From an optimization exercise on the open Yosys and OpenROAD flow, aimed at small area; shortcuts taken in it are not production practice.
Function was checked by simulation only, so behaviour that the tests miss may differ from the original.
Power is estimated from default activity; no workload was simulated.

File: flow/config.mk
export PLATFORM = sky130hd
export DESIGN_NAME = watch
export DESIGN_NICKNAME = watch
export VERILOG_FILES = /design/flow/design.v
export SDC_FILE = /design/flow/constraint.sdc
export NUM_CORES = 4
export LEC_CHECK = 0
export CAP_MARGIN = 20
export CORE_MARGIN = 2
export CORE_UTILIZATION = 40
export SLEW_MARGIN = 20
File: flow/constraint.sdc
create_clock -name core_clock -period 12.0 [get_ports {mclk}]
set_input_delay 2.4000 -clock core_clock [delete_from_list [all_inputs] [get_ports {mclk}]]
set_output_delay 2.4000 -clock core_clock [all_outputs]
set_load 0.01 [all_outputs]
File: flow/design.v
module seg7dec
(
	input [3:0] v,
	output reg [6:0] seg
);
always @(*)
begin
	case (v)
		4'd0: seg = 7'b111_1110;
		4'd1: seg = 7'b011_0000;
		4'd2: seg = 7'b110_1101;
		4'd3: seg = 7'b111_1001;
		4'd4: seg = 7'b011_0011;
		4'd5: seg = 7'b101_1011;
		4'd6: seg = 7'b101_1111;
		4'd7: seg = 7'b111_0010;
		4'd8: seg = 7'b111_1111;
		4'd9: seg = 7'b111_1011;
		default: seg = 7'bxxx_xxxx;
	endcase
end
endmodule
module seg7dec6
(
	input [2:0] v,
	output reg [6:0] seg
);
always @(*)
begin
	case (v)
		3'd0: seg = 7'b111_1110;
		3'd1: seg = 7'b011_0000;
		3'd2: seg = 7'b110_1101;
		3'd3: seg = 7'b111_1001;
		3'd4: seg = 7'b011_0011;
		3'd5: seg = 7'b101_1011;
		3'd6: seg = 7'b101_1111;
		default: seg = 7'bxxx_xxxx;
	endcase
end
endmodule
module seg7dec2
(
	input [3:0] hi,
	input [3:0] lo,
	output [6:0] highDigit,
	output [6:0] lowDigit
);
seg7dec high(.v(hi), .seg(highDigit));
seg7dec low(.v(lo), .seg(lowDigit));
endmodule
module seg7dec2s
(
	input [2:0] hi,
	input [3:0] lo,
	output [6:0] highDigit,
	output [6:0] lowDigit
);
seg7dec6 high(.v(hi), .seg(highDigit));
seg7dec low(.v(lo), .seg(lowDigit));
endmodule
module seg7Display
(
	input mclk,
	input clr,
	input run,
	input pe2,
	input [22:0] t,
	output [6:0] minHigh,
	output [6:0] minLow,
	output [6:0] secHigh,
	output [6:0] secLow,
	output [6:0] milHigh,
	output [6:0] milLow
);
reg lap;
reg [22:0] buff;
wire showLap = run & (lap | pe2);
wire [22:0] d = showLap ? buff : t;
always @(posedge mclk)
begin
	lap <= showLap & ~clr;
	if ((run & pe2) | clr)
		buff <= t;
end
seg7dec2 minseg(.hi(d[22:19]), .lo(d[18:15]), .highDigit(minHigh), .lowDigit(minLow));
seg7dec2s secseg(.hi(d[14:12]), .lo(d[11:8]), .highDigit(secHigh), .lowDigit(secLow));
seg7dec2 milseg(.hi(d[7:4]), .lo(d[3:0]), .highDigit(milHigh), .lowDigit(milLow));
endmodule
module ledbar
(
	input mclk,
	input reset,
	input run,
	input pe1,
	output [3:0] led
);
reg [7:0] pres;
reg [2:0] s;
wire term = pres[7] & pres[6] & pres[3];    
wire hold = reset | (~run & pe1);
wire [7:0] tp = {run & (&pres[6:0]), run & (&pres[5:0]), run & (&pres[4:0]), run & (&pres[3:0]),
	run & (&pres[2:0]), run & (&pres[1:0]), run & pres[0], run};
wire step = run & term;
assign led = {s[2] & ~s[0], s[2], s[1], s[1] | s[0]};
always @(posedge mclk)
begin
	pres <= step | hold ? 8'd0 : pres ^ tp;
	s <= hold ? 3'd0 : step ? {s[1] & s[0], s[0] | (s[1] & ~s[2]), ~s[2]} : s;
end
endmodule
module timer
(
	input mclk,
	input clr,
	input run,
	input pe1,
	output [22:0] t
);
reg pend;           
reg [3:0] pres;
reg [3:0] ms0, ms1, s0, m0, m1;
reg [2:0] s1;
assign t = {m1, m0, s1, s0, ms1, ms0};
function [3:0] tog10(input [3:0] d, input en);
	tog10 = {en & d[0] & (d[3] | (d[2] & d[1])), en & d[0] & d[1], en & d[0] & ~d[3], en};
endfunction
wire zero = clr | (~run & pend);
wire tick = run & pres[3] & pres[1];
wire c0 = tick & ms0[3] & ms0[0];
wire c1 = c0 & ms1[3] & ms1[0];
wire s60 = s1[2] & s1[1];
wire c2 = c1 & s0[3] & s0[0];
wire cm = tick & s60;
wire c3 = cm & m0[3] & m0[0];
wire [3:0] tp = tick ? pres : {run & pres[2] & pres[1] & pres[0], run & pres[1] & pres[0], run & pres[0], run};
always @(posedge mclk)
begin
	pend <= ~clr & (run ? pend : pe1 & ~pend);
	pres <= (pres ^ tp) & {4{~zero}};
	ms0 <= (ms0 ^ tog10(ms0, tick)) & {4{~zero}};
	ms1 <= (ms1 ^ tog10(ms1, c0)) & {4{~zero}};
	s0 <= (s0 ^ tog10(s0, c1)) & {4{~zero}};
	s1 <= (cm ? 3'd0 : s1 ^ {c2 & s1[1] & s1[0], c2 & s1[0], c2}) & {3{~zero}};
	m0 <= (m0 ^ tog10(m0, cm)) & {4{~zero}};
	m1 <= (m1 ^ tog10(m1, c3)) & {4{~zero}};
end
endmodule
module buttonStateMachine
(
	input mclk,
	input b0,
	input b1,
	input b2,
	input reset,
	output run,
	output pe1,
	output rst,
	output runX,
	output pe1X,
	output pe2X,
	output clr
);
reg r0, r1, r2, r3;
reg [3:0] c0, c1, c2;    
reg runR;
assign rst = r2;
assign clr = r2 | r3;
wire pe0X = ~c0[3] & c0[2];
assign pe1X = ~c1[3] & c1[2];
assign pe2X = ~c2[3] & c2[2];
assign pe1 = ~c1[2] & c1[1];
assign run = ~r3 & (runR ^ pe0X);
assign runX = runR;
always @(posedge mclk)
begin
	r0 <= ~reset;
	r1 <= r0;
	r2 <= r1;
	r3 <= r2;
	c0 <= {c0[2], c0[1], c0[0] & ~clr, b0};
	c1 <= {c1[2], c1[1], c1[0] & ~clr, b1};
	c2 <= {c2[2], c2[1], c2[0] & ~clr, b2};
	runR <= run & ~r2;
end
endmodule
module watch
(
	input mclk,
	input b0,
	input b1,
	input b2,
	input reset,
	output [6:0] segMin1,
	output [6:0] segMin2,
	output [6:0] segSec1,
	output [6:0] segSec2,
	output [6:0] segmil1,
	output [6:0] segmil2,
	output [3:0] led
);
wire run;      
wire pe1;      
wire rst;      
wire runX;     
wire pe1X;     
wire pe2X;     
wire clr;      
buttonStateMachine bsm(.mclk(mclk), .b0(b0), .b1(b1), .b2(b2), .reset(reset),
	.run(run), .pe1(pe1), .rst(rst), .runX(runX), .pe1X(pe1X), .pe2X(pe2X), .clr(clr));
wire [22:0] t;    
timer gettimer(.mclk(mclk), .clr(clr), .run(runX), .pe1(pe1X), .t(t));
ledbar ledb(.mclk(mclk), .reset(rst), .run(run), .pe1(pe1), .led(led));
seg7Display seg(.mclk(mclk), .clr(clr), .run(runX), .pe2(pe2X), .t(t),
	.minHigh(segMin1), .minLow(segMin2), .secHigh(segSec1), .secLow(segSec2),
	.milHigh(segmil1), .milLow(segmil2));
endmodule
File: flow/flow/run.sh
#!/bin/bash
# The standard layout, with these changes:
#  - the combinational logic of the standard synthesis is mapped again by ABC
#    for area (the standard synthesis maps it for delay at a 12 ps target),
#    with several ABC runs of which the smallest result is kept; every
#    flip-flop of the standard synthesis is kept as it is, by name and cell
#    type;
#  - the smallest buffer (buf_1) on every input and output port;
#  - a clock tree of clkbuf_4 cells without dummy loads.
set -euo pipefail
PORTBUF="BUFFER_PORTS_ARGS=-buffer_cell sky130_fd_sc_hd__buf_1"
CTS="CTS_ARGS=-sink_clustering_enable -repair_clock_nets -dont_use_dummy_load -buf_list sky130_fd_sc_hd__clkbuf_4 -sink_clustering_size 12"
R=orfs/results/sky130hd/watch/base
LIB=$FLOW_HOME/platforms/sky130hd/lib/sky130_fd_sc_hd__tt_025C_1v80.lib

bash standard.sh "$PORTBUF" synth > standard_synth.log 2>&1

python3 flow/mkmodels.py $LIB cells_comb.v dont_use.txt > mkmodels.log 2>&1
cp $R/1_2_yosys.v 1_2_yosys_standard.v

remap() {  # remap NAME ABC-SCRIPT
  cat > remap_$1.ys <<EOS
read_verilog cells_comb.v
read_liberty -lib -ignore_redef $LIB
read_verilog 1_2_yosys_standard.v
hierarchy -top $FLOW_TOP
flatten
opt_clean -purge
techmap
opt -fast
abc -script $2 -liberty $LIB $(cat dont_use.txt)
opt_clean -purge
stat -liberty $LIB
write_verilog -noattr -noexpr remap_$1.v
EOS
  yosys -l remap_$1.log -s remap_$1.ys > /dev/null 2>&1 || true
}

printf 'strash\ndch -f\namap\n' > abc_amap.script
remap amap abc_amap.script &
for S in 1 2 3 4 5 6 7 8 9 10 11; do
  printf 'strash\n&get -n\n&deepsyn -T 50 -S %d\n&put\nstrash\ndc2\ndch -f\namap\n' $S > abc_deep$S.script
  remap deep$S abc_deep$S.script &
  if (( S % 4 == 3 )); then wait; fi
done
wait

best=""; bestarea=""
for log in remap_*.log; do
  n=${log#remap_}; n=${n%.log}
  a=$(grep "Chip area" $log | tail -1 | awk '{print $NF}')
  [[ -n "$a" && -s remap_$n.v ]] || continue
  echo "$n $a" >> remap_areas.txt
  if [[ -z "$best" ]] || python3 -c "import sys; sys.exit(0 if $a < $bestarea else 1)"; then best=$n; bestarea=$a; fi
done
echo "chosen: $best $bestarea" >> remap_areas.txt
cp remap_$best.v $R/1_2_yosys.v
touch $R/1_2_yosys.v

bash standard.sh "$PORTBUF" "$CTS" finish > standard_finish.log 2>&1
File: flow/flow/mkmodels.py
# Writes Verilog models of the platform's combinational cells (from their
# liberty functions) and a list of the cells synthesis must not use.
# usage: python3 mkmodels.py LIB MODELS.v DONTUSE.txt
import re, sys
lib = open(sys.argv[1]).read()
models = []
for m in re.finditer(r'\n    cell \("?(\w+)"?\) \{', lib):
    name = m.group(1)
    nxt = lib.find('\n    cell (', m.end())
    body = lib[m.end():nxt if nxt > 0 else len(lib)]
    if re.search(r'\b(ff|latch|statetable)\s*\(', body):
        continue
    ins, outs = [], []
    for p, pb in re.findall(r'\n        pin \("?(\w+)"?\) \{(.*?)\n        \}', body, re.S):
        d = re.search(r'direction : "?(\w+)"?', pb).group(1)
        f = re.search(r'function : "(.*?)"', pb)
        if d == 'input':
            ins.append(p)
        elif d == 'output' and f:
            outs.append((p, f.group(1)))
    if not outs:
        continue
    s = 'module %s(%s);\n' % (name, ', '.join(ins + [o for o, _ in outs]))
    for i in ins:
        s += '  input %s;\n' % i
    for o, f in outs:
        e = f.replace('!', '~').replace('+', '|').replace('*', '&')
        e = re.sub(r'(\w|\))\s+(?=[\w(~])', r'\1 & ', e)
        s += '  output %s;\n  assign %s = %s;\n' % (o, o, e)
    models.append(s + 'endmodule\n')
open(sys.argv[2], 'w').write('\n'.join(models))
cells = re.findall(r'\n    cell \("?(\w+)"?\)', lib)
open(sys.argv[3], 'w').write(' '.join('-dont_use ' + c for c in cells if 'probe' in c or 'lpflow' in c) + '\n')
print(len(models), 'models')
File: flow/standard.sh
#!/bin/bash
# synth_recipe.tcl (not shown) runs the flow's synth.tcl, then flattens the netlist and writes it again
# the make line also repeats each setting of config.mk as NAME=value (left out here)
make -C /OpenROAD-flow-scripts/flow DESIGN_CONFIG=/design/flow/config.mk WORK_HOME=/design/flow/orfs CLKGATE_MAP_FILE= SYNTH_SCRIPT=/design/flow/synth_recipe.tcl "${@:-finish}"
==> results of run 1 <==
[state kept, by name, indices dropped and copies added (netlist names)]
register,count
gettimer.ms0,4
gettimer.m1,4
gettimer.s1,3
bsm.r2,1
bsm.runR,1
gettimer.s0,4
gettimer.pend,1
ledb.pres,8
gettimer.ms1,4
gettimer.m0,4
seg.lap,1
seg.buff,23
bsm.c2,4
bsm.r0,1
bsm.c0,4
bsm.c1,4
bsm.r3,1
ledb.s,3
gettimer.pres,4
bsm.r1,1
[final cells by class]
class | count | area [µm²] | share of cell area
flip-flops and latches | 80 | 1830 | 0.531
multi-input cells | 213 | 1090 | 0.315
repair buffers | 50 | 188 | 0.0544
inverters | 40 | 150 | 0.0435
well taps | 99 | 124 | 0.0359
clock buffers | 9 | 67.6 | 0.0196
[per-layer routing]
| metal | global-route usage | up-vias | part of all wire |
|---|---|---|---|
| met3 | 0.0407 | 2 | 0.027 |
| met1 | 0.179 | 1074 | 0.48 |
| met5 | 0 | - | 0 |
| met2 | 0.220 | 32 | 0.48 |
| met4 | 0.0530 | 0 | 0.0047 |
| li1 | - | 1283 | - |
[power by group]
group          internal [mW]  switching (mW)  leakage (nW)
sequential             0.283         0.00192         0.720
clock                 0.0350          0.0723        0.0414
combinational        0.00240         0.00704         0.398
[through the flow]
step,utilization,cell area (µm²),hold WS [ps]
CTS,0.470,3450,315
global route,0.470,3450,312
detailed placement,0.461,3380,312
finish,0.470,3450,306
floorplan,-,3070,310
global placement,0.461,3380,310
[cells in the final DEF, fill, tap and decap left out, types with 13 or more instances in the layout]
cell type,count
sky130_fd_sc_hd__nor2_1,58
sky130_fd_sc_hd__dfxtp_1,57
sky130_fd_sc_hd__buf_1,50
sky130_fd_sc_hd__clkinv_1,40
sky130_fd_sc_hd__nand2_1,24
sky130_fd_sc_hd__o21ai_0,24
sky130_fd_sc_hd__edfxtp_1,23
sky130_fd_sc_hd__a21oi_1,18
sky130_fd_sc_hd__nor3_1,18
sky130_fd_sc_hd__o22ai_1,14
sky130_fd_sc_hd__a211oi_1,13
[final timing paths]
kind                                 from             end  slack [ps]  cells past startpoint
worst max-delay path             bsm.runR      segmil1[5]        5850                     12
worst min-delay path            bsm.c0[1]       bsm.c0[2]         310                      0
worst max register to register     bsm.r2  gettimer.m1[2]        9540                      5
worst min register to register  bsm.c0[1]       bsm.c0[2]         310                      0
==> impl_metrics.xml, run 1 <==
<?xml version="1.0" encoding="UTF-8"?>
<metrics>
  <group name="yosys">
    <metric name="mappedNetlistNets" unit="">338</metric>
    <metric name="post_synth.cell_area_avg" unit="µm²">9.22</metric>
    <metric name="synthCells" unit="">333</metric>
    <metric name="synth-warning-count" unit="">6</metric>
    <metric name="syn_area" unit="µm²">3070</metric>
  </group>
  <group name="grt">
    <metric name="grt_use_total" unit="">0.139</metric>
    <metric name="grt_max_degree" unit="">24</metric>
    <metric name="antenna_found_initial" unit="">0</metric>
    <metric name="grt_pass1_vias" unit="">2137</metric>
    <metric name="grt_pass1_wl" unit="µm">9420</metric>
    <metric name="gr-total-overflow" unit="">0</metric>
  </group>
  <group name="setup_path">
    <metric name="critical_path_arrival" unit="ps">3750</metric>
    <metric name="cp_top_family" unit="">buffers and inverters</metric>
    <metric name="cp_max_fo" unit="">20</metric>
    <metric name="crit_slowest_cell" unit="">sky130_fd_sc_hd__clkinv_1</metric>
    <metric name="timing.critical_path.mode_cell" unit="">sky130_fd_sc_hd__clkinv_1</metric>
    <metric name="cp_num_buf_inv" unit="">4</metric>
    <metric name="worstSetupEndpointType" unit="">output port</metric>
    <metric name="cp_cell_sequence" unit="">clkinv_1 &gt; nor2_1 &gt; nand2_1 &gt; nand2_1 &gt; clkinv_1 &gt; o22ai_1 &gt; clkinv_1 &gt; o21ai_0 &gt; o21ai_0 &gt; nor2b_1 &gt; nand2b_1 &gt; buf_1</metric>
    <metric name="critPathRequiredTime" unit="ps">9600</metric>
    <metric name="setup.worst_path.start_class" unit="">register</metric>
    <metric name="crit_path_max_incr_delay" unit="ps">680</metric>
    <metric name="path_class" unit="">reg2out</metric>
  </group>
  <group name="sta">
    <metric name="setup_slack" unit="ps">5850</metric>
    <metric name="report.final.hold_viol_count" unit="">0</metric>
    <metric name="timing_worst_slew_pin_value" unit="ps">1040</metric>
    <metric name="worst_max_slew_margin_expressed_relative_to_the_limit" unit="">0.305</metric>
    <metric name="min_period_over_period" unit="">0.513</metric>
    <metric name="final_max_slew_viol_count" unit="">0</metric>
    <metric name="layout_min_cycle_time" unit="ps">6150</metric>
    <metric name="clock_skew" unit="ps">27.4</metric>
    <metric name="fmax" unit="MHz">163</metric>
    <metric name="finalSetupTns" unit="ps">0</metric>
    <metric name="rsz0062_at_grt" unit="">no</metric>
    <metric name="setup_violations" unit="">0</metric>
  </group>
  <group name="clock_network">
    <metric name="clockRootBuffer" unit="">sky130_fd_sc_hd__clkbuf_4</metric>
    <metric name="number_of_buffers_added_to_fix_hold_violations_after_cts" unit="">0</metric>
    <metric name="clock_path_buffers" unit="">2</metric>
    <metric name="cts_post_setup_buffers_inserted" unit="">0</metric>
    <metric name="tritoncts" unit="">yes</metric>
    <metric name="cts.reportedPaths.clkPinSlew" unit="ps">110</metric>
    <metric name="numCtsBuffers" unit="">9</metric>
    <metric name="cts_resized" unit="">0</metric>
    <metric name="cts.htree.levels" unit="">3</metric>
    <metric name="clkSinkCount" unit="">80</metric>
    <metric name="clock_latency_at_the_later_pin_of_the_worst_skew_pair" unit="ps">380</metric>
  </group>
  <group name="final_layout">
    <metric name="syn2layout_area_growth" unit="%">12.4</metric>
    <metric name="layout.cells.non_filler" unit="">491</metric>
    <metric name="antenna-diode-count" unit="">0</metric>
    <metric name="drive_above_1_share" unit="">0.0230</metric>
    <metric name="num-fill-cells" unit="">722</metric>
    <metric name="fin_nets" unit="">399</metric>
  </group>
  <group name="drt">
    <metric name="detail_route.wirelength" unit="µm">5360</metric>
    <metric name="number_of_nets_still_failing_antenna_checks_after_routing" unit="">0</metric>
    <metric name="route.detailed.vias_per_inst" unit="">4.87</metric>
    <metric name="drcViolationCount" unit="">0</metric>
    <metric name="avgRoutedWirePerCell" unit="µm">10.9</metric>
    <metric name="detailedRoute.firstPassIterationCount" unit="">4</metric>
    <metric name="dr_total_vias" unit="">2391</metric>
    <metric name="first_iter_violations" unit="">128</metric>
  </group>
  <group name="floorplanning">
    <metric name="fp.dieH" unit="µm">91.6</metric>
    <metric name="fp-row-count" unit="">31</metric>
    <metric name="area_of_the_die" unit="µm²">8390</metric>
    <metric name="floorplan.die.width" unit="µm">91.6</metric>
    <metric name="effective_utilization_at_floorplan" unit="">0.419</metric>
    <metric name="io_pins" unit="">51</metric>
    <metric name="core_area" unit="µm²">7330</metric>
  </group>
  <group name="power">
    <metric name="vdd_drop_max" unit="V">0.0000723</metric>
    <metric name="powerDensity" unit="nW/µm²">117</metric>
    <metric name="total_power" unit="mW">0.402</metric>
    <metric name="p_leak" unit="nW">1.16</metric>
  </group>
  <group name="placed_design">
    <metric name="portBuffers" unit="">50</metric>
    <metric name="detailedPlace.worstSlack" unit="ps">6240</metric>
    <metric name="post-dp-hpwl" unit="µm">3790</metric>
    <metric name="gp_congestion" unit="">0.751</metric>
    <metric name="dp.cells" unit="">482</metric>
  </group>
  <group name="worst_hold_path">
    <metric name="min_path_type" unit="">reg2reg</metric>
  </group>
  <group name="outcome">
    <metric name="run_status" unit="">timing/DRC/antenna clean</metric>
  </group>
  <group name="run">
    <metric name="maxCapViolations" unit="">0</metric>
  </group>
</metrics>
==> run 2, diff against run 1 <==
--- a/flow/flow/run.sh
+++ b/flow/flow/run.sh
@@ -9,7 +9,7 @@
 #  - a clock tree of clkbuf_4 cells without dummy loads.
 set -euo pipefail
 PORTBUF="BUFFER_PORTS_ARGS=-buffer_cell sky130_fd_sc_hd__buf_1"
-CTS="CTS_ARGS=-sink_clustering_enable -repair_clock_nets -dont_use_dummy_load -buf_list sky130_fd_sc_hd__clkbuf_4 -sink_clustering_size 12"
+CTS="CTS_ARGS=-sink_clustering_enable -repair_clock_nets -dont_use_dummy_load -buf_list sky130_fd_sc_hd__clkbuf_4 -sink_clustering_size 10"
 R=orfs/results/sky130hd/watch/base
 LIB=$FLOW_HOME/platforms/sky130hd/lib/sky130_fd_sc_hd__tt_025C_1v80.lib
 
==> run 2 against run 1 <==
Against the previous run: final area is the same; sequential power is essentially flat; worst hold slack is the same; non-clock buffer count is the same; routed wire length is the same; power is the same; die area is the same; synthesized cell count is the same; utilization is the same; via count is the same; clock power is essentially flat; register-to-register slack is essentially flat; critical endpoint unchanged.
==> impl_metrics.xml, run 2 <==
<?xml version="1.0" encoding="UTF-8"?>
<metrics>
  <group name="setup_path">
    <metric name="setup.worst_path.start_class" unit="">register</metric>
    <metric name="crit_slowest_cell" unit="">sky130_fd_sc_hd__clkinv_1</metric>
    <metric name="reg2reg_depth" unit="">5</metric>
    <metric name="critical_path_arrival" unit="ps">3750</metric>
    <metric name="cp_max_fo" unit="">20</metric>
    <metric name="worst-r2r-setup-slack" unit="ps">9540</metric>
    <metric name="critPathRequiredTime" unit="ps">9600</metric>
    <metric name="cp_num_buf_inv" unit="">4</metric>
    <metric name="cp_top_family" unit="">buffers and inverters</metric>
    <metric name="crit-reg2reg-launch" unit="">bsm.r2</metric>
    <metric name="timing.critical_path.mode_cell" unit="">sky130_fd_sc_hd__clkinv_1</metric>
    <metric name="path_class" unit="">reg2out</metric>
    <metric name="crit_path_max_incr_delay" unit="ps">680</metric>
    <metric name="cp_cell_sequence" unit="">clkinv_1 &gt; nor2_1 &gt; nand2_1 &gt; nand2_1 &gt; clkinv_1 &gt; o22ai_1 &gt; clkinv_1 &gt; o21ai_0 &gt; o21ai_0 &gt; nor2b_1 &gt; nand2b_1 &gt; buf_1</metric>
    <metric name="r2r-end" unit="">gettimer.m1[2]</metric>
    <metric name="worstSetupEndpointType" unit="">output port</metric>
  </group>
  <group name="drt">
    <metric name="avgRoutedWirePerCell" unit="µm">10.9</metric>
    <metric name="dr_total_vias" unit="">2391</metric>
    <metric name="detail_route.wirelength" unit="µm">5360</metric>
    <metric name="drcViolationCount" unit="">0</metric>
    <metric name="route.detailed.vias_per_inst" unit="">4.87</metric>
    <metric name="number_of_nets_still_failing_antenna_checks_after_routing" unit="">0</metric>
    <metric name="first_iter_violations" unit="">128</metric>
    <metric name="detailedRoute.firstPassIterationCount" unit="">4</metric>
  </group>
  <group name="floorplanning">
    <metric name="core_area" unit="µm²">7330</metric>
    <metric name="io_pins" unit="">51</metric>
    <metric name="fp-row-count" unit="">31</metric>
    <metric name="fp.dieH" unit="µm">91.6</metric>
    <metric name="effective_utilization_at_floorplan" unit="">0.419</metric>
    <metric name="floorplan.die.width" unit="µm">91.6</metric>
    <metric name="area_of_the_die" unit="µm²">8390</metric>
  </group>
  <group name="worst_hold_path">
    <metric name="hold_path_end" unit="">bsm.c0[2]</metric>
    <metric name="whs_path_depth" unit="">0</metric>
    <metric name="hold_crit_start" unit="">bsm.c0[1]</metric>
    <metric name="min_path_type" unit="">reg2reg</metric>
  </group>
  <group name="clock_network">
    <metric name="cts.htree.levels" unit="">3</metric>
    <metric name="clkSinkCount" unit="">80</metric>
    <metric name="clockRootBuffer" unit="">sky130_fd_sc_hd__clkbuf_4</metric>
    <metric name="cts_post_setup_buffers_inserted" unit="">0</metric>
    <metric name="clock_path_buffers" unit="">2</metric>
    <metric name="cts_resized" unit="">0</metric>
    <metric name="number_of_buffers_added_to_fix_hold_violations_after_cts" unit="">0</metric>
    <metric name="tritoncts" unit="">yes</metric>
    <metric name="numCtsBuffers" unit="">9</metric>
    <metric name="cts.reportedPaths.clkPinSlew" unit="ps">110</metric>
    <metric name="clock_latency_at_the_later_pin_of_the_worst_skew_pair" unit="ps">380</metric>
  </group>
  <group name="sta">
    <metric name="final_max_slew_viol_count" unit="">0</metric>
    <metric name="fmax" unit="MHz">163</metric>
    <metric name="setup_violations" unit="">0</metric>
    <metric name="worst_max_slew_margin_expressed_relative_to_the_limit" unit="">0.305</metric>
    <metric name="setup_slack" unit="ps">5850</metric>
    <metric name="clock_skew" unit="ps">27.4</metric>
    <metric name="finalSetupTns" unit="ps">0</metric>
    <metric name="timing_worst_slew_pin_value" unit="ps">1040</metric>
    <metric name="layout_min_cycle_time" unit="ps">6150</metric>
    <metric name="min_period_over_period" unit="">0.513</metric>
    <metric name="rsz0062_at_grt" unit="">no</metric>
    <metric name="report.final.hold_viol_count" unit="">0</metric>
  </group>
  <group name="final_layout">
    <metric name="most_frequent_cells_in_the_layout" unit="">sky130_fd_sc_hd__nor2_1 (58), sky130_fd_sc_hd__dfxtp_1 (57), sky130_fd_sc_hd__buf_1 (50)</metric>
    <metric name="max_reg_flops" unit="">23</metric>
    <metric name="antenna-diode-count" unit="">0</metric>
    <metric name="syn2layout_area_growth" unit="%">12.4</metric>
    <metric name="reg.largest.list" unit="">seg.buff: 23 flops, ledb.pres: 8 flops</metric>
    <metric name="fin_nets" unit="">399</metric>
    <metric name="layout.cells.most_common" unit="">sky130_fd_sc_hd__nor2_1</metric>
    <metric name="most_flop_heavy_register" unit="">seg.buff</metric>
    <metric name="num-fill-cells" unit="">722</metric>
    <metric name="drive_above_1_share" unit="">0.0230</metric>
  </group>
  <group name="placed_design">
    <metric name="post-dp-hpwl" unit="µm">3790</metric>
    <metric name="detailedPlace.worstSlack" unit="ps">6240</metric>
    <metric name="gp_congestion" unit="">0.751</metric>
    <metric name="portBuffers" unit="">50</metric>
  </group>
  <group name="outcome">
    <metric name="run_status" unit="">timing/DRC/antenna clean</metric>
  </group>
  <group name="power">
    <metric name="powerDensity" unit="nW/µm²">117</metric>
    <metric name="total_power" unit="mW">0.402</metric>
    <metric name="vdd_drop_max" unit="V">0.0000723</metric>
    <metric name="p_leak" unit="nW">1.16</metric>
  </group>
  <group name="yosys">
    <metric name="synth-warning-count" unit="">6</metric>
    <metric name="syn_area" unit="µm²">3070</metric>
    <metric name="mappedNetlistNets" unit="">338</metric>
    <metric name="post_synth.cell_area_avg" unit="µm²">9.22</metric>
    <metric name="synthCells" unit="">333</metric>
  </group>
  <group name="run">
    <metric name="maxCapViolations" unit="">0</metric>
  </group>
  <group name="grt">
    <metric name="grt_pass1_wl" unit="µm">9420</metric>
    <metric name="antenna_found_initial" unit="">0</metric>
    <metric name="grt_pass1_vias" unit="">2137</metric>
    <metric name="grt_max_degree" unit="">24</metric>
    <metric name="grt_use_total" unit="">0.139</metric>
    <metric name="gr-total-overflow" unit="">0</metric>
  </group>
</metrics>
run 2: cell counts in the layout (fill, tap and decap cells not counted):
No cell type changed its count.
run 2: through the flow:
step                      std cells  hold WS (ps)   util  cell area [µm²]
after floorplan                 333           310      -             3070
final                           491           306  0.470             3450
after detailed placement        482           312  0.461             3380
after global placement          482           310  0.461             3380
after CTS                       491           315  0.470             3450
after global routing            491           312  0.470             3450
run 2: worst max-delay path by stage:
stage,start,endpoint,cells after the start
finish,bsm.runR,segmil1[5],12
global route,bsm.runR,segSec1[5],12
CTS,bsm.runR,segmil1[5],12
detailed placement,bsm.runR,segmil1[5],12
global placement,bsm.runR,segMin1[6],11
floorplan,bsm.runR,segmil1[5],12
run 2: final cells by class:
| class | instances | area [µm²] | share of cell area |
|---|---|---|---|
| clock buffer | 9 | 67.6 | 0.0196 |
| inverter | 40 | 150 | 0.0435 |
| multi-input combinational | 213 | 1090 | 0.315 |
| sequential | 80 | 1830 | 0.531 |
| tap | 99 | 124 | 0.0359 |
| timing repair buffer | 50 | 188 | 0.0544 |
run 2: power breakdown:
part	total, mW	switching, mW	internal (mW)
Combinational	0.00945	0.00704	0.00240
Sequential	0.285	0.00192	0.283
Clock	0.107	0.0723	0.0350
Total	0.402	0.0813	0.321
run 2: per-layer routing:
metal / up-vias / track usage / share of wire
li1: 1283 / - / -
met1: 1074 / 0.179 / 0.48
met2: 32 / 0.220 / 0.48
met3: 2 / 0.0407 / 0.027
met4: 0 / 0.0530 / 0.0047
met5: - / 0 / 0
run 2: worst register-to-register path, stage by stage, from the launching register on:
cell and delay (ps):
sky130_fd_sc_hd__dfxtp_1 350, sky130_fd_sc_hd__nor2_1 160, sky130_fd_sc_hd__clkinv_1 180, sky130_fd_sc_hd__a21oi_1 640
sky130_fd_sc_hd__clkinv_1 660, sky130_fd_sc_hd__a211oi_1 370
==> run 3, diff against run 2 <==
--- a/flow/flow/run.sh
+++ b/flow/flow/run.sh
@@ -9,7 +9,7 @@
 #  - a clock tree of clkbuf_4 cells without dummy loads.
 set -euo pipefail
 PORTBUF="BUFFER_PORTS_ARGS=-buffer_cell sky130_fd_sc_hd__buf_1"
-CTS="CTS_ARGS=-sink_clustering_enable -repair_clock_nets -dont_use_dummy_load -buf_list sky130_fd_sc_hd__clkbuf_4 -sink_clustering_size 10"
+CTS="CTS_ARGS=-sink_clustering_enable -repair_clock_nets -dont_use_dummy_load -buf_list {sky130_fd_sc_hd__clkbuf_4 sky130_fd_sc_hd__clkbuf_8}"
 R=orfs/results/sky130hd/watch/base
 LIB=$FLOW_HOME/platforms/sky130hd/lib/sky130_fd_sc_hd__tt_025C_1v80.lib
 
@@ -38,8 +38,8 @@
 
 printf 'strash\ndch -f\namap\n' > abc_amap.script
 remap amap abc_amap.script &
-for S in 1 2 3 4 5 6 7 8 9 10 11; do
-  printf 'strash\n&get -n\n&deepsyn -T 50 -S %d\n&put\nstrash\ndc2\ndch -f\namap\n' $S > abc_deep$S.script
+for S in 1 2 3 4 5 6 7; do
+  printf 'strash\n&get -n\n&deepsyn -T 20 -S %d\n&put\nstrash\ndc2\ndch -f\namap\n' $S > abc_deep$S.script
   remap deep$S abc_deep$S.script &
   if (( S % 4 == 3 )); then wait; fi
 done
==> run 3 against run 2 <==
Against the previous run: routed wire length grew 3.4%; synthesized cell count is 1.2% higher; clock skew shrank 15 ps; sequential share of layout area shrank 1.2 points; sequential power about the same; clock power grew 36%; power up 9.6%; critical path depth grew 3.
==> impl_metrics.xml, run 3 <==
<?xml version="1.0" encoding="UTF-8"?>
<metrics>
  <group name="drt">
    <metric name="dr_total_vias" unit="">2484</metric>
    <metric name="detail_route.wirelength" unit="µm">5550</metric>
    <metric name="detailedRoute.firstPassIterationCount" unit="">4</metric>
    <metric name="number_of_nets_still_failing_antenna_checks_after_routing" unit="">0</metric>
    <metric name="avgRoutedWirePerCell" unit="µm">11.1</metric>
    <metric name="route.detailed.vias_per_inst" unit="">4.99</metric>
    <metric name="drcViolationCount" unit="">0</metric>
    <metric name="first_iter_violations" unit="">53</metric>
  </group>
  <group name="placed_design">
    <metric name="portBuffers" unit="">50</metric>
    <metric name="post-dp-hpwl" unit="µm">3930</metric>
    <metric name="gp_congestion" unit="">0.754</metric>
  </group>
  <group name="grt">
    <metric name="grt_max_degree" unit="">24</metric>
    <metric name="grt_use_total" unit="">0.143</metric>
    <metric name="grt_pass1_vias" unit="">2275</metric>
    <metric name="antenna_found_initial" unit="">0</metric>
    <metric name="gr-total-overflow" unit="">0</metric>
    <metric name="grt_pass1_wl" unit="µm">9700</metric>
  </group>
  <group name="setup_path">
    <metric name="critPathRequiredTime" unit="ps">9600</metric>
    <metric name="cp_max_fo" unit="">21</metric>
    <metric name="critical_path_arrival" unit="ps">3840</metric>
    <metric name="setup.worst_path.start_class" unit="">register</metric>
    <metric name="worstSetupEndpointType" unit="">output port</metric>
    <metric name="path_class" unit="">reg2out</metric>
  </group>
  <group name="sta">
    <metric name="setup_violations" unit="">0</metric>
    <metric name="final_max_slew_viol_count" unit="">0</metric>
    <metric name="min_period_over_period" unit="">0.520</metric>
    <metric name="fmax" unit="MHz">160</metric>
    <metric name="clock_skew" unit="ps">12.4</metric>
    <metric name="layout_min_cycle_time" unit="ps">6240</metric>
    <metric name="report.final.hold_viol_count" unit="">0</metric>
    <metric name="worst_hold_slack" unit="ps">330</metric>
    <metric name="timing_worst_slew_pin_value" unit="ps">1010</metric>
    <metric name="finalSetupTns" unit="ps">0</metric>
    <metric name="worst_max_slew_margin_expressed_relative_to_the_limit" unit="">0.325</metric>
    <metric name="rsz0062_at_grt" unit="">no</metric>
  </group>
  <group name="clock_network">
    <metric name="cts.reportedPaths.clkPinSlew" unit="ps">70</metric>
    <metric name="tritoncts" unit="">yes</metric>
    <metric name="clkSinkCount" unit="">80</metric>
    <metric name="number_of_buffers_added_to_fix_hold_violations_after_cts" unit="">0</metric>
    <metric name="clockRootBuffer" unit="">sky130_fd_sc_hd__clkbuf_8</metric>
    <metric name="cts.htree.levels" unit="">3</metric>
    <metric name="cts_post_setup_buffers_inserted" unit="">0</metric>
    <metric name="cts_resized" unit="">0</metric>
    <metric name="numCtsBuffers" unit="">9</metric>
    <metric name="clock_path_buffers" unit="">2</metric>
    <metric name="clock_latency_at_the_later_pin_of_the_worst_skew_pair" unit="ps">340</metric>
  </group>
  <group name="outcome">
    <metric name="run_status" unit="">timing/DRC/antenna clean</metric>
  </group>
  <group name="final_layout">
    <metric name="antenna-diode-count" unit="">0</metric>
    <metric name="syn2layout_area_growth" unit="%">14.2</metric>
    <metric name="layout.cells.most_common" unit="">sky130_fd_sc_hd__nor2_1</metric>
    <metric name="max_reg_flops" unit="">23</metric>
    <metric name="most_frequent_cells_in_the_layout" unit="">sky130_fd_sc_hd__nor2_1 (68), sky130_fd_sc_hd__dfxtp_1 (57), sky130_fd_sc_hd__buf_1 (50)</metric>
    <metric name="drive_above_1_share" unit="">0.0227</metric>
    <metric name="most_flop_heavy_register" unit="">seg.buff</metric>
    <metric name="fin_nets" unit="">403</metric>
    <metric name="reg.largest.list" unit="">seg.buff: 23 flops, ledb.pres: 8 flops</metric>
  </group>
  <group name="floorplanning">
    <metric name="fp-row-count" unit="">32</metric>
    <metric name="fp.dieH" unit="µm">91.9</metric>
    <metric name="core_area" unit="µm²">7610</metric>
    <metric name="area_of_the_die" unit="µm²">8450</metric>
    <metric name="effective_utilization_at_floorplan" unit="">0.406</metric>
    <metric name="floorplan.die.width" unit="µm">91.9</metric>
    <metric name="io_pins" unit="">51</metric>
  </group>
  <group name="yosys">
    <metric name="syn_area" unit="µm²">3090</metric>
    <metric name="post_synth.cell_area_avg" unit="µm²">9.17</metric>
    <metric name="synth-warning-count" unit="">6</metric>
    <metric name="mappedNetlistNets" unit="">342</metric>
    <metric name="synthCells" unit="">337</metric>
  </group>
  <group name="power">
    <metric name="powerDensity" unit="nW/µm²">125</metric>
    <metric name="p_leak" unit="nW">1.20</metric>
    <metric name="total_power" unit="mW">0.440</metric>
    <metric name="vdd_drop_max" unit="V">0.0000831</metric>
  </group>
  <group name="run">
    <metric name="maxCapViolations" unit="">0</metric>
  </group>
  <group name="worst_hold_path">
    <metric name="min_path_type" unit="">reg2reg</metric>
  </group>
</metrics>
## run 3: worst paths after layout
path             from         endpoint  slack [ps]  depth (start not counted)
min reg2reg    bsm.r0           bsm.r1         330                          0
min            bsm.r0           bsm.r1         330                          0
max          bsm.runR       segmil1[6]        5760                         15
max reg2reg    bsm.r2  gettimer.ms1[1]        9410                          5
## run 3: layer usage
metal | share of wire | global-route usage | up-vias | wire, µm
met5 | 0 | 0 | - | 0
li1 | - | - | 1293 | -
met4 | 0.023 | 0.0746 | 0 | 127
met3 | 0.042 | 0.0345 | 12 | 233
met2 | 0.45 | 0.238 | 57 | 2510
met1 | 0.48 | 0.171 | 1122 | 2680
## run 3: power breakdown
part	internal, mW	leakage, nW	total, mW	switching [mW]
sequential	0.283	0.720	0.285	0.00191
clock	0.0670	0.0647	0.146	0.0787
combinational	0.00245	0.419	0.00939	0.00694
## run 3: through the flow
stage	worst slack, ps	utilization	instances	cell area (µm²)
floorplan	6700	-	337	3090
global placement	6290	0.448	489	3410
detailed placement	6020	0.448	489	3410
CTS	5610	0.464	498	3530
global route	5140	0.464	498	3530
finish	5760	0.464	498	3530
## run 3: area by class of cell
| cell class | count | area [µm²] |
|---|---|---|
| Sequential cell | 80 | 1830 |
| Tap cell | 102 | 128 |
| Timing Repair Buffer | 50 | 188 |
| Multi-Input combinational cell | 224 | 1130 |
| Inverter | 33 | 124 |
| Clock buffer | 9 | 124 |
| Fill cell | 756 | 4080 |
## run 3: critical path, cell delays in order, from the launching register on
cell and delay (ps):
sky130_fd_sc_hd__dfxtp_1 450, sky130_fd_sc_hd__clkinv_1 150, sky130_fd_sc_hd__nor2_1 120, sky130_fd_sc_hd__nand2_1 70, sky130_fd_sc_hd__nand2_1 550, sky130_fd_sc_hd__clkinv_1 600, sky130_fd_sc_hd__nor2_1 320, sky130_fd_sc_hd__clkinv_1 100
sky130_fd_sc_hd__o32ai_1 200, sky130_fd_sc_hd__clkinv_1 180, sky130_fd_sc_hd__nor2_1 160, sky130_fd_sc_hd__or2_0 140, sky130_fd_sc_hd__o21ai_0 100, sky130_fd_sc_hd__nor2_1 150, sky130_fd_sc_hd__clkinv_1 70, sky130_fd_sc_hd__buf_1 120
==> run 4, diff against run 3 <==
--- a/flow/design.v
+++ b/flow/design.v
@@ -161,27 +161,27 @@
 	output pe2X,
 	output clr
 );
-reg r0, r1, r2, r3;
+reg r0, r1, r2, r3;      
 reg [3:0] c0, c1, c2;    
 reg runR;
-assign rst = r2;
-assign clr = r2 | r3;
+assign rst = ~r2;
+assign clr = ~(r2 & r3);
 wire pe0X = ~c0[3] & c0[2];
 assign pe1X = ~c1[3] & c1[2];
 assign pe2X = ~c2[3] & c2[2];
 assign pe1 = ~c1[2] & c1[1];
-assign run = ~r3 & (runR ^ pe0X);
+assign run = r3 & (runR ^ pe0X);
 assign runX = runR;
 always @(posedge mclk)
 begin
-	r0 <= ~reset;
+	r0 <= reset;
 	r1 <= r0;
 	r2 <= r1;
 	r3 <= r2;
 	c0 <= {c0[2], c0[1], c0[0] & ~clr, b0};
 	c1 <= {c1[2], c1[1], c1[0] & ~clr, b1};
 	c2 <= {c2[2], c2[1], c2[0] & ~clr, b2};
-	runR <= run & ~r2;
+	runR <= run & r2;
 end
 endmodule
 module watch
==> flow/flow/run.sh (replaced) <==
#!/bin/bash
# The standard layout, with these changes:
#  - the combinational logic of the standard synthesis is mapped again by ABC
#    for area (the standard synthesis maps it for delay at a 12 ps target),
#    with several ABC runs (in two rounds) of which the smallest result is
#    kept; every flip-flop of the standard synthesis is kept as it is, by
#    name and cell type;
#  - the smallest buffer (buf_1) on every input and output port;
#  - a clock tree of clkbuf_4 cells without dummy loads.
set -euo pipefail
PORTBUF="BUFFER_PORTS_ARGS=-buffer_cell sky130_fd_sc_hd__buf_1"
CTS="CTS_ARGS=-sink_clustering_enable -repair_clock_nets -dont_use_dummy_load -buf_list sky130_fd_sc_hd__clkbuf_4 -sink_clustering_size 5 -sink_clustering_max_diameter 20"
R=orfs/results/sky130hd/watch/base
LIB=$FLOW_HOME/platforms/sky130hd/lib/sky130_fd_sc_hd__tt_025C_1v80.lib

bash standard.sh "$PORTBUF" synth > standard_synth.log 2>&1

python3 flow/mkmodels.py $LIB cells_comb.v dont_use.txt > mkmodels.log 2>&1
cp $R/1_2_yosys.v 1_2_yosys_standard.v

remap() {  # remap NAME ABC-SCRIPT INPUT-NETLIST
  cat > remap_$1.ys <<EOS
read_verilog cells_comb.v
read_liberty -lib -ignore_redef $LIB
read_verilog $3
hierarchy -top $FLOW_TOP
flatten
opt_clean -purge
techmap
opt -fast
abc -script $2 -liberty $LIB $(cat dont_use.txt)
opt_clean -purge
stat -liberty $LIB
write_verilog -noattr -noexpr remap_$1.v
EOS
  yosys -l remap_$1.log -s remap_$1.ys > /dev/null 2>&1 || true
}

pick() {  # pick PREFIX: the smallest remap_PREFIX*.v so far
  best=""; bestarea=""
  for log in remap_$1*.log; do
    n=${log#remap_}; n=${n%.log}
    a=$(grep "Chip area" $log | tail -1 | awk '{print $NF}')
    [[ -n "$a" && -s remap_$n.v ]] || continue
    echo "$n $a" >> remap_areas.txt
    if [[ -z "$best" ]] || python3 -c "import sys; sys.exit(0 if $a < $bestarea else 1)"; then best=$n; bestarea=$a; fi
  done
}

# round 1: from the standard synthesis
printf 'strash\ndch -f\namap\n' > abc_amap.script
remap r1amap abc_amap.script 1_2_yosys_standard.v &
for S in 1 2 3 4 5 6 7 8 9 10 11; do
  printf 'strash\n&get -n\n&deepsyn -T 40 -S %d\n&put\nstrash\ndc2\ndch -f\namap\n' $S > abc_deep$S.script
  remap r1deep$S abc_deep$S.script 1_2_yosys_standard.v &
  if (( S % 4 == 3 )); then wait; fi
done
wait
pick r1
echo "round 1: $best $bestarea" >> remap_areas.txt
cp remap_$best.v round1_best.v

# round 2: again from the best of round 1
for S in 1 2 3 4; do
  remap r2deep$S abc_deep$S.script round1_best.v &
done
wait
pick r
echo "chosen: $best $bestarea" >> remap_areas.txt
cp remap_$best.v $R/1_2_yosys.v
touch $R/1_2_yosys.v

bash standard.sh "$PORTBUF" "$CTS" finish > standard_finish.log 2>&1
==> run 4 against run 3 <==
Against the previous run: cell count unchanged; first-iteration DRC count up 38%; die area shrank 0.12%; clock power decreased by 25%; maximum frequency increased by 1.3%; flip-flop and latch count stayed put; critical endpoint is now segmil2[5]; largest cell class unchanged.
==> impl_metrics.xml, run 4 <==
<?xml version="1.0" encoding="UTF-8"?>
<metrics>
  <group name="setup_path">
    <metric name="path_class" unit="">reg2out</metric>
    <metric name="critPathRequiredTime" unit="ps">9600</metric>
    <metric name="cp_max_fo" unit="">19</metric>
    <metric name="r2r-end" unit="">gettimer.s0[1]</metric>
    <metric name="reg2reg_depth" unit="">6</metric>
    <metric name="timing.critical_path.mode_cell" unit="">sky130_fd_sc_hd__nand2_1</metric>
    <metric name="worstSetupEndpointType" unit="">output port</metric>
    <metric name="cp_num_buf_inv" unit="">4</metric>
    <metric name="setup.worst_path.start_class" unit="">register</metric>
    <metric name="crit-reg2reg-launch" unit="">bsm.r2</metric>
    <metric name="crit_path_max_incr_delay" unit="ps">650</metric>
    <metric name="cp_cell_sequence" unit="">clkinv_1 &gt; nor2_1 &gt; nand2_1 &gt; nand2_1 &gt; clkinv_1 &gt; nor2_1 &gt; a22oi_1 &gt; o21ai_0 &gt; nand2_1 &gt; nand2_1 &gt; clkinv_1 &gt; or3_1 &gt; buf_1</metric>
    <metric name="cp_top_family" unit="">simple AND/OR/NAND/NOR gates</metric>
    <metric name="worst-r2r-setup-slack" unit="ps">9360</metric>
    <metric name="critical_path_arrival" unit="ps">3760</metric>
    <metric name="crit_slowest_cell" unit="">sky130_fd_sc_hd__clkinv_1</metric>
  </group>
  <group name="sta">
    <metric name="fmax" unit="MHz">162</metric>
    <metric name="report.final.hold_viol_count" unit="">0</metric>
    <metric name="timing_worst_slew_pin_value" unit="ps">1020</metric>
    <metric name="min_period_over_period" unit="">0.513</metric>
    <metric name="clock_skew" unit="ps">22.9</metric>
    <metric name="rsz0062_at_grt" unit="">no</metric>
    <metric name="final_max_slew_viol_count" unit="">0</metric>
    <metric name="finalSetupTns" unit="ps">0</metric>
    <metric name="setup_violations" unit="">0</metric>
    <metric name="worst_max_slew_margin_expressed_relative_to_the_limit" unit="">0.321</metric>
    <metric name="layout_min_cycle_time" unit="ps">6160</metric>
  </group>
  <group name="grt">
    <metric name="grt_use_total" unit="">0.139</metric>
    <metric name="grt_max_degree" unit="">24</metric>
    <metric name="grt_pass1_vias" unit="">2215</metric>
    <metric name="grt_pass1_wl" unit="µm">9360</metric>
    <metric name="gr-total-overflow" unit="">0</metric>
    <metric name="antenna_found_initial" unit="">0</metric>
  </group>
  <group name="final_layout">
    <metric name="num-fill-cells" unit="">746</metric>
    <metric name="reg.largest.list" unit="">seg.buff: 23 flops, ledb.pres: 8 flops</metric>
    <metric name="fin_nets" unit="">403</metric>
    <metric name="drive_above_1_share" unit="">0.0253</metric>
    <metric name="syn2layout_area_growth" unit="%">12.6</metric>
    <metric name="antenna-diode-count" unit="">0</metric>
    <metric name="most_flop_heavy_register" unit="">seg.buff</metric>
    <metric name="max_reg_flops" unit="">23</metric>
    <metric name="layout.cells.non_filler" unit="">498</metric>
    <metric name="design_area" unit="µm²">3480</metric>
    <metric name="layout.cells.most_common" unit="">sky130_fd_sc_hd__nor2_1</metric>
    <metric name="most_frequent_cells_in_the_layout" unit="">sky130_fd_sc_hd__nor2_1 (65), sky130_fd_sc_hd__dfxtp_1 (57), sky130_fd_sc_hd__buf_1 (50)</metric>
  </group>
  <group name="clock_network">
    <metric name="number_of_buffers_added_to_fix_hold_violations_after_cts" unit="">0</metric>
    <metric name="clock_latency_at_the_later_pin_of_the_worst_skew_pair" unit="ps">410</metric>
    <metric name="cts.htree.levels" unit="">3</metric>
    <metric name="cts.reportedPaths.clkPinSlew" unit="ps">120</metric>
    <metric name="clockRootBuffer" unit="">sky130_fd_sc_hd__clkbuf_4</metric>
    <metric name="cts_post_setup_buffers_inserted" unit="">0</metric>
    <metric name="tritoncts" unit="">yes</metric>
    <metric name="cts_resized" unit="">0</metric>
    <metric name="clock_path_buffers" unit="">2</metric>
    <metric name="numCtsBuffers" unit="">9</metric>
    <metric name="clkSinkCount" unit="">80</metric>
  </group>
  <group name="worst_hold_path">
    <metric name="min_path_type" unit="">reg2reg</metric>
    <metric name="whs_path_depth" unit="">0</metric>
    <metric name="hold_path_end" unit="">bsm.c0[2]</metric>
    <metric name="hold_crit_start" unit="">bsm.c0[1]</metric>
  </group>
  <group name="placed_design">
    <metric name="dp.cells" unit="">489</metric>
    <metric name="gp_congestion" unit="">0.769</metric>
    <metric name="post-dp-hpwl" unit="µm">3860</metric>
    <metric name="placement_cell_area" unit="µm²">3410</metric>
    <metric name="portBuffers" unit="">50</metric>
  </group>
  <group name="floorplanning">
    <metric name="area_of_the_die" unit="µm²">8440</metric>
    <metric name="io_pins" unit="">51</metric>
    <metric name="effective_utilization_at_floorplan" unit="">0.406</metric>
    <metric name="floorplan.die.width" unit="µm">91.8</metric>
    <metric name="fp-row-count" unit="">32</metric>
    <metric name="core_area" unit="µm²">7610</metric>
    <metric name="fp.dieH" unit="µm">91.8</metric>
  </group>
  <group name="run">
    <metric name="maxCapViolations" unit="">0</metric>
  </group>
  <group name="drt">
    <metric name="avgRoutedWirePerCell" unit="µm">10.8</metric>
    <metric name="detail_route.wirelength" unit="µm">5370</metric>
    <metric name="dr_total_vias" unit="">2403</metric>
    <metric name="number_of_nets_still_failing_antenna_checks_after_routing" unit="">0</metric>
    <metric name="first_iter_violations" unit="">73</metric>
    <metric name="detailedRoute.firstPassIterationCount" unit="">4</metric>
    <metric name="drcViolationCount" unit="">0</metric>
    <metric name="route.detailed.vias_per_inst" unit="">4.83</metric>
  </group>
  <group name="power">
    <metric name="p_leak" unit="nW">1.17</metric>
    <metric name="powerDensity" unit="nW/µm²">116</metric>
    <metric name="vdd_drop_max" unit="V">0.000100</metric>
  </group>
  <group name="yosys">
    <metric name="syn_area" unit="µm²">3090</metric>
    <metric name="mappedNetlistNets" unit="">341</metric>
    <metric name="synth-warning-count" unit="">6</metric>
    <metric name="synthCells" unit="">336</metric>
    <metric name="post_synth.cell_area_avg" unit="µm²">9.19</metric>
  </group>
  <group name="outcome">
    <metric name="run_status" unit="">timing/DRC/antenna clean</metric>
  </group>
</metrics>
## run 4: layout make-up
cell class | count | area [µm²] | area share
Inverter | 35 | 131 | 0.0378
Clock buffer | 9 | 67.6 | 0.0194
Sequential cell | 80 | 1830 | 0.527
Timing Repair Buffer | 51 | 195 | 0.0561
Tap cell | 102 | 128 | 0.0367
Multi-Input combinational cell | 221 | 1120 | 0.323
## run 4: through the flow
step | worst slack [ps] | power, mW | utilization | hold WS, ps
final | 5840 | 0.404 | 0.457 | 313
after global routing | 5230 | 0.422 | 0.457 | 313
after CTS | 5720 | 0.411 | 0.457 | 320
after detailed placement | 6220 | 0.302 | 0.448 | 316
after global placement | 6390 | 0.301 | 0.448 | 310
after floorplan | 6860 | 0.297 | - | 310
## run 4: worst max path at each step
| stage | from | to | slack, ps | cells after the start |
|---|---|---|---|---|
| 2_1_floorplan | bsm.runR | segMin1[5] | 6860 | 12 |
| 3_3_place_gp | bsm.runR | segmil1[5] | 6390 | 12 |
| 3_5_place_dp | bsm.runR | segMin1[5] | 6220 | 12 |
| 4_1_cts | bsm.runR | segMin1[5] | 5720 | 12 |
| 5_1_grt | bsm.runR | segMin1[5] | 5230 | 12 |
| 6_report | bsm.runR | segmil2[5] | 5840 | 13 |
## run 4: routing by layer
| layer | global-route usage | routed length (µm) | share of wire | vias up |
|---|---|---|---|---|
| met1 | 0.166 | 2630 | 0.49 | 1064 |
| met2 | 0.233 | 2400 | 0.45 | 45 |
| met5 | 0 | 0 | 0 | - |
| met4 | 0.0597 | 104 | 0.019 | 0 |
| li1 | - | - | - | 1285 |
| met3 | 0.0394 | 230 | 0.043 | 9 |
## run 4: report_power, final
part	internal [mW]	switching, mW	total [mW]
Sequential	0.283	0.00186	0.285
Clock	0.0349	0.0739	0.109
Combinational	0.00271	0.00738	0.0101
==> run 5, diff against run 4 <==
--- a/flow/flow/run.sh
+++ b/flow/flow/run.sh
@@ -9,7 +9,7 @@
 #  - a clock tree of clkbuf_4 cells without dummy loads.
 set -euo pipefail
 PORTBUF="BUFFER_PORTS_ARGS=-buffer_cell sky130_fd_sc_hd__buf_1"
-CTS="CTS_ARGS=-sink_clustering_enable -repair_clock_nets -dont_use_dummy_load -buf_list sky130_fd_sc_hd__clkbuf_4 -sink_clustering_size 5 -sink_clustering_max_diameter 20"
+CTS="CTS_ARGS=-sink_clustering_enable -repair_clock_nets -dont_use_dummy_load -buf_list sky130_fd_sc_hd__clkbuf_4 -sink_clustering_size 8 -sink_clustering_buffer sky130_fd_sc_hd__clkbuf_8"
 R=orfs/results/sky130hd/watch/base
 LIB=$FLOW_HOME/platforms/sky130hd/lib/sky130_fd_sc_hd__tt_025C_1v80.lib
 
==> run 5 against run 4 <==
Against the previous run: largest power group unchanged; critical endpoint unchanged; critical path type unchanged; sequential power about the same; register-to-register slack about the same; still clean on timing, DRC and antenna; critical path depth unchanged.
==> impl_metrics.xml, run 5 <==
<?xml version="1.0" encoding="UTF-8"?>
<metrics>
  <group name="drt">
    <metric name="first_iter_violations" unit="">73</metric>
    <metric name="avgRoutedWirePerCell" unit="µm">10.8</metric>
    <metric name="detail_route.wirelength" unit="µm">5370</metric>
    <metric name="dr_total_vias" unit="">2403</metric>
    <metric name="number_of_nets_still_failing_antenna_checks_after_routing" unit="">0</metric>
    <metric name="detailedRoute.firstPassIterationCount" unit="">4</metric>
    <metric name="route.detailed.vias_per_inst" unit="">4.83</metric>
    <metric name="drcViolationCount" unit="">0</metric>
  </group>
  <group name="final_layout">
    <metric name="max_reg_flops" unit="">23</metric>
    <metric name="finish.utilization" unit="">0.457</metric>
    <metric name="antenna-diode-count" unit="">0</metric>
    <metric name="reg.largest.list" unit="">seg.buff: 23 flops, ledb.pres: 8 flops</metric>
    <metric name="regArea" unit="µm²">1830</metric>
    <metric name="layout.cells.most_common" unit="">sky130_fd_sc_hd__nor2_1</metric>
    <metric name="multi_input_area" unit="µm²">1120</metric>
    <metric name="most_frequent_cells_in_the_layout" unit="">sky130_fd_sc_hd__nor2_1 (65), sky130_fd_sc_hd__dfxtp_1 (57), sky130_fd_sc_hd__buf_1 (50)</metric>
    <metric name="syn2layout_area_growth" unit="%">12.6</metric>
    <metric name="most_flop_heavy_register" unit="">seg.buff</metric>
    <metric name="fin_nets" unit="">403</metric>
    <metric name="drive_above_1_share" unit="">0.0253</metric>
    <metric name="num-fill-cells" unit="">746</metric>
  </group>
  <group name="power">
    <metric name="netSwitchingPower" unit="mW">0.0832</metric>
    <metric name="share_clk_of_total_power" unit="">0.269</metric>
    <metric name="combinationalPowerShare" unit="">0.025</metric>
    <metric name="seq_power_share" unit="">0.706</metric>
    <metric name="p_leak" unit="nW">1.17</metric>
    <metric name="powerDensity" unit="nW/µm²">116</metric>
    <metric name="vdd_drop_max" unit="V">0.000100</metric>
    <metric name="power.share.switching" unit="">0.206</metric>
    <metric name="cellInternalPower" unit="mW">0.321</metric>
  </group>
  <group name="floorplanning">
    <metric name="area_of_the_die" unit="µm²">8440</metric>
    <metric name="io_pins" unit="">51</metric>
    <metric name="floorplan.die.width" unit="µm">91.8</metric>
    <metric name="fp.dieH" unit="µm">91.8</metric>
    <metric name="fp-row-count" unit="">32</metric>
    <metric name="core_area" unit="µm²">7610</metric>
    <metric name="effective_utilization_at_floorplan" unit="">0.406</metric>
  </group>
  <group name="grt">
    <metric name="grt_use_total" unit="">0.139</metric>
    <metric name="grt_max_degree" unit="">24</metric>
    <metric name="gr-total-overflow" unit="">0</metric>
    <metric name="grt_pass1_wl" unit="µm">9360</metric>
    <metric name="antenna_found_initial" unit="">0</metric>
    <metric name="grt_pass1_vias" unit="">2215</metric>
  </group>
  <group name="yosys">
    <metric name="synth-warning-count" unit="">6</metric>
    <metric name="mappedNetlistNets" unit="">341</metric>
    <metric name="post_synth.cell_area_avg" unit="µm²">9.19</metric>
    <metric name="synthCells" unit="">336</metric>
    <metric name="syn_area" unit="µm²">3090</metric>
  </group>
  <group name="sta">
    <metric name="setup_violations" unit="">0</metric>
    <metric name="worst_max_slew_margin_expressed_relative_to_the_limit" unit="">0.321</metric>
    <metric name="report.final.hold_viol_count" unit="">0</metric>
    <metric name="final_max_slew_viol_count" unit="">0</metric>
    <metric name="rsz0062_at_grt" unit="">no</metric>
    <metric name="min_period_over_period" unit="">0.513</metric>
    <metric name="fmax" unit="MHz">162</metric>
    <metric name="finalSetupTns" unit="ps">0</metric>
    <metric name="timing_worst_slew_pin_value" unit="ps">1020</metric>
    <metric name="layout_min_cycle_time" unit="ps">6160</metric>
    <metric name="clock_skew" unit="ps">22.9</metric>
  </group>
  <group name="clock_network">
    <metric name="cts_resized" unit="">0</metric>
    <metric name="cts.htree.levels" unit="">3</metric>
    <metric name="number_of_buffers_added_to_fix_hold_violations_after_cts" unit="">0</metric>
    <metric name="clock_path_buffers" unit="">2</metric>
    <metric name="cts.reportedPaths.clkPinSlew" unit="ps">120</metric>
    <metric name="clkSinkCount" unit="">80</metric>
    <metric name="clockRootBuffer" unit="">sky130_fd_sc_hd__clkbuf_4</metric>
    <metric name="cts_post_setup_buffers_inserted" unit="">0</metric>
    <metric name="clock_latency_at_the_later_pin_of_the_worst_skew_pair" unit="ps">410</metric>
    <metric name="tritoncts" unit="">yes</metric>
    <metric name="numCtsBuffers" unit="">9</metric>
  </group>
  <group name="placed_design">
    <metric name="post-dp-hpwl" unit="µm">3860</metric>
    <metric name="portBuffers" unit="">50</metric>
    <metric name="gp_congestion" unit="">0.769</metric>
  </group>
  <group name="setup_path">
    <metric name="worst-r2r-setup-slack" unit="ps">9360</metric>
    <metric name="crit_slowest_cell" unit="">sky130_fd_sc_hd__clkinv_1</metric>
    <metric name="critical_path_arrival" unit="ps">3760</metric>
    <metric name="cp_cell_sequence" unit="">clkinv_1 &gt; nor2_1 &gt; nand2_1 &gt; nand2_1 &gt; clkinv_1 &gt; nor2_1 &gt; a22oi_1 &gt; o21ai_0 &gt; nand2_1 &gt; nand2_1 &gt; clkinv_1 &gt; or3_1 &gt; buf_1</metric>
    <metric name="crit_path_max_incr_delay" unit="ps">650</metric>
    <metric name="critPathRequiredTime" unit="ps">9600</metric>
    <metric name="worstSetupEndpointType" unit="">output port</metric>
    <metric name="cp_max_fo" unit="">19</metric>
    <metric name="path_class" unit="">reg2out</metric>
    <metric name="timing.critical_path.mode_cell" unit="">sky130_fd_sc_hd__nand2_1</metric>
    <metric name="cp_num_buf_inv" unit="">4</metric>
    <metric name="cp_top_family" unit="">simple AND/OR/NAND/NOR gates</metric>
    <metric name="setup.worst_path.start_class" unit="">register</metric>
  </group>
  <group name="outcome">
    <metric name="run_status" unit="">timing/DRC/antenna clean</metric>
  </group>
  <group name="run">
    <metric name="maxCapViolations" unit="">0</metric>
  </group>
  <group name="worst_hold_path">
    <metric name="min_path_type" unit="">reg2reg</metric>
  </group>
</metrics>
==> run 5: area by class of cell <==
class                           count  area share
Clock buffer                        9      0.0194
Timing Repair Buffer               51      0.0561
Sequential cell                    80       0.527
Tap cell                          102      0.0367
Inverter                           35      0.0378
Multi-Input combinational cell    221       0.323
==> run 5: power by group through the flow <==
| stage | combinational, mW | sequential [mW] | clock, mW |
|---|---|---|---|
| after detailed placement | 0.0103 | 0.291 | 0 |
| after CTS | 0.0103 | 0.285 | 0.115 |
| after global placement | 0.0102 | 0.291 | 0 |
| after floorplan | 0.00666 | 0.291 | 0 |
| after global routing | 0.0114 | 0.286 | 0.125 |
| final | 0.0101 | 0.285 | 0.109 |
==> run 5: per-layer routing <==
metal	GRT usage	share of wire
met5	0	0
met4	0.0597	0.019
met2	0.233	0.45
met3	0.0394	0.043
met1	0.166	0.49
==> run 5: path summary, 6_finish.rpt <==
path	start	to	cells after the start
worst max-delay path	bsm.runR	segmil2[5]	13
worst min-delay path	bsm.c0[1]	bsm.c0[2]	0
worst max register to register	bsm.r2	gettimer.s0[1]	6
worst min register to register	bsm.c0[1]	bsm.c0[2]	0
==> run 5: per-stage QoR <==
stage | cells | power (mW) | cell area, µm² | setup slack, ps | hold WS (ps)
after floorplan | 336 | 0.297 | 3090 | 6860 | 310
after global placement | 489 | 0.301 | 3410 | 6390 | 310
after detailed placement | 489 | 0.302 | 3410 | 6220 | 316
after CTS | 498 | 0.411 | 3480 | 5720 | 320
after global routing | 498 | 0.422 | 3480 | 5230 | 313
final | 498 | 0.404 | 3480 | 5840 | 313
==> run 6, diff against run 5 <==
--- a/flow/flow/run.sh
+++ b/flow/flow/run.sh
@@ -9,7 +9,7 @@
 #  - a clock tree of clkbuf_4 cells without dummy loads.
 set -euo pipefail
 PORTBUF="BUFFER_PORTS_ARGS=-buffer_cell sky130_fd_sc_hd__buf_1"
-CTS="CTS_ARGS=-sink_clustering_enable -repair_clock_nets -dont_use_dummy_load -buf_list sky130_fd_sc_hd__clkbuf_4 -sink_clustering_size 8 -sink_clustering_buffer sky130_fd_sc_hd__clkbuf_8"
+CTS="CTS_ARGS=-sink_clustering_enable -repair_clock_nets -dont_use_dummy_load -buf_list sky130_fd_sc_hd__clkbuf_4 -sink_clustering_size 8"
 R=orfs/results/sky130hd/watch/base
 LIB=$FLOW_HOME/platforms/sky130hd/lib/sky130_fd_sc_hd__tt_025C_1v80.lib
 
--- a/flow/config.mk
+++ b/flow/config.mk
@@ -7,5 +7,6 @@
 export LEC_CHECK = 0
 export CAP_MARGIN = 20
 export CORE_MARGIN = 2
-export CORE_UTILIZATION = 40
+export CORE_UTILIZATION = 55
+export PLACE_DENSITY = 0.7
 export SLEW_MARGIN = 20
==> run 6 against run 5 <==
Against the previous run: count of clock-buffer cells in the layout stayed put; largest cell class unchanged; still clean on timing, DRC and antenna; critical path type unchanged; largest power group unchanged; final area shrank 1.1%; highest routed layer unchanged; non-clock buffer count is the same.
==> impl_metrics.xml, run 6 <==
<?xml version="1.0" encoding="UTF-8"?>
<metrics>
  <group name="sta">
    <metric name="finalSetupTns" unit="ps">0</metric>
    <metric name="worst_hold_slack" unit="ps">337</metric>
    <metric name="min_period_over_period" unit="">0.513</metric>
    <metric name="worst_max_slew_margin_expressed_relative_to_the_limit" unit="">0.333</metric>
    <metric name="final_max_slew_viol_count" unit="">0</metric>
    <metric name="setup_slack" unit="ps">5840</metric>
    <metric name="timing_worst_slew_pin_value" unit="ps">998</metric>
  </group>
  <group name="clock_network">
    <metric name="cts_resized" unit="">0</metric>
    <metric name="cts.htree.levels" unit="">3</metric>
    <metric name="numCtsBuffers" unit="">9</metric>
    <metric name="clockRootBuffer" unit="">sky130_fd_sc_hd__clkbuf_4</metric>
    <metric name="cts_post_setup_buffers_inserted" unit="">0</metric>
    <metric name="cts.reportedPaths.clkPinSlew" unit="ps">100</metric>
    <metric name="clock_path_buffers" unit="">2</metric>
    <metric name="clock_latency_at_the_later_pin_of_the_worst_skew_pair" unit="ps">400</metric>
  </group>
  <group name="drt">
    <metric name="first_iter_violations" unit="">106</metric>
    <metric name="dr_total_vias" unit="">2467</metric>
    <metric name="detailedRoute.firstPassIterationCount" unit="">4</metric>
    <metric name="avgRoutedWirePerCell" unit="µm">11.3</metric>
    <metric name="route.detailed.vias_per_inst" unit="">5.27</metric>
    <metric name="drcViolationCount" unit="">0</metric>
  </group>
  <group name="grt">
    <metric name="grt_max_degree" unit="">24</metric>
    <metric name="grt_use_total" unit="">0.178</metric>
    <metric name="grt_pass1_wl" unit="µm">8680</metric>
    <metric name="gr-total-overflow" unit="">0</metric>
  </group>
  <group name="setup_path">
    <metric name="critical_path_arrival" unit="ps">3760</metric>
    <metric name="path_class" unit="">reg2out</metric>
    <metric name="worstSetupEndpointType" unit="">output port</metric>
    <metric name="cp_top_family" unit="">simple AND/OR/NAND/NOR gates</metric>
    <metric name="cp_cell_sequence" unit="">clkinv_1 &gt; nor2_1 &gt; nand2_1 &gt; nand2_1 &gt; clkinv_1 &gt; nor2_1 &gt; a22oi_1 &gt; o21ai_0 &gt; nand2_1 &gt; nand2_1 &gt; clkinv_1 &gt; or3_1 &gt; buf_1</metric>
    <metric name="crit_slowest_cell" unit="">sky130_fd_sc_hd__clkinv_1</metric>
  </group>
  <group name="final_layout">
    <metric name="reg.largest.list" unit="">seg.buff: 23 flops, ledb.pres: 8 flops</metric>
    <metric name="fin_nets" unit="">403</metric>
    <metric name="drive_above_1_share" unit="">0.0253</metric>
    <metric name="syn2layout_area_growth" unit="%">11.4</metric>
    <metric name="max_reg_flops" unit="">23</metric>
  </group>
  <group name="floorplanning">
    <metric name="area_of_the_die" unit="µm²">6230</metric>
    <metric name="fp.dieH" unit="µm">78.9</metric>
    <metric name="effective_utilization_at_floorplan" unit="">0.564</metric>
    <metric name="fp-row-count" unit="">27</metric>
  </group>
  <group name="worst_hold_path">
    <metric name="min_path_type" unit="">reg2reg</metric>
  </group>
  <group name="placed_design">
    <metric name="post-dp-hpwl" unit="µm">3750</metric>
    <metric name="detailedPlace.worstSlack" unit="ps">6240</metric>
    <metric name="gp_congestion" unit="">0.796</metric>
  </group>
  <group name="power">
    <metric name="total_power" unit="mW">0.403</metric>
    <metric name="powerDensity" unit="nW/µm²">117</metric>
  </group>
  <group name="outcome">
    <metric name="run_status" unit="">timing/DRC/antenna clean</metric>
  </group>
  <group name="yosys">
    <metric name="post_synth.cell_area_avg" unit="µm²">9.19</metric>
    <metric name="synthCells" unit="">336</metric>
  </group>
</metrics>
-- run 6: power breakdown --
part	switching, mW	total, mW	internal (mW)
Sequential	0.00184	0.285	0.283
Combinational	0.00734	0.0100	0.00271
Clock	0.0726	0.108	0.0350
-- run 6: layout make-up --
type | count | area, µm² | share of cell area
Inverter | 35 | 131 | 0.0382
Multi-Input combinational cell | 221 | 1120 | 0.327
Tap cell | 72 | 90.1 | 0.0262
Clock buffer | 9 | 67.6 | 0.0196
Timing Repair Buffer | 51 | 195 | 0.0567
Sequential cell | 80 | 1830 | 0.533
-- run 6: through the flow --
stage,cell area (µm²),util
2_1_floorplan,3090,-
3_3_place_gp,3370,0.616
3_5_place_dp,3370,0.616
4_1_cts,3440,0.628
5_1_grt,3440,0.628
6_report,3440,0.628
-- run 6: worst paths after layout --
path	startpoint	end	slack (ps)	depth (start not counted)
worst min register to register	bsm.c2[1]	bsm.c2[2]	340	0
worst min-delay path	bsm.c2[1]	bsm.c2[2]	340	0
worst max-delay path	bsm.runR	segmil2[5]	5840	13
worst max register to register	bsm.r2	gettimer.s0[1]	9480	6
-- run 6: per-layer routing --
metal  vias up  global-route usage  wire, µm
li1       1296                   -         -
met1      1112               0.216      2480
met2        52               0.301      2480
met3         7              0.0307       227
met4         0               0.103        95
met5         -                   0         0
-- run 6: worst register-to-register path, stage by stage, from the launching register on --
cell and delay [ps]:
sky130_fd_sc_hd__dfxtp_1 340, sky130_fd_sc_hd__clkinv_1 100, sky130_fd_sc_hd__nor2_1 170, sky130_fd_sc_hd__clkinv_1 180, sky130_fd_sc_hd__a21oi_1 590, sky130_fd_sc_hd__clkinv_1 650, sky130_fd_sc_hd__a211oi_1 380
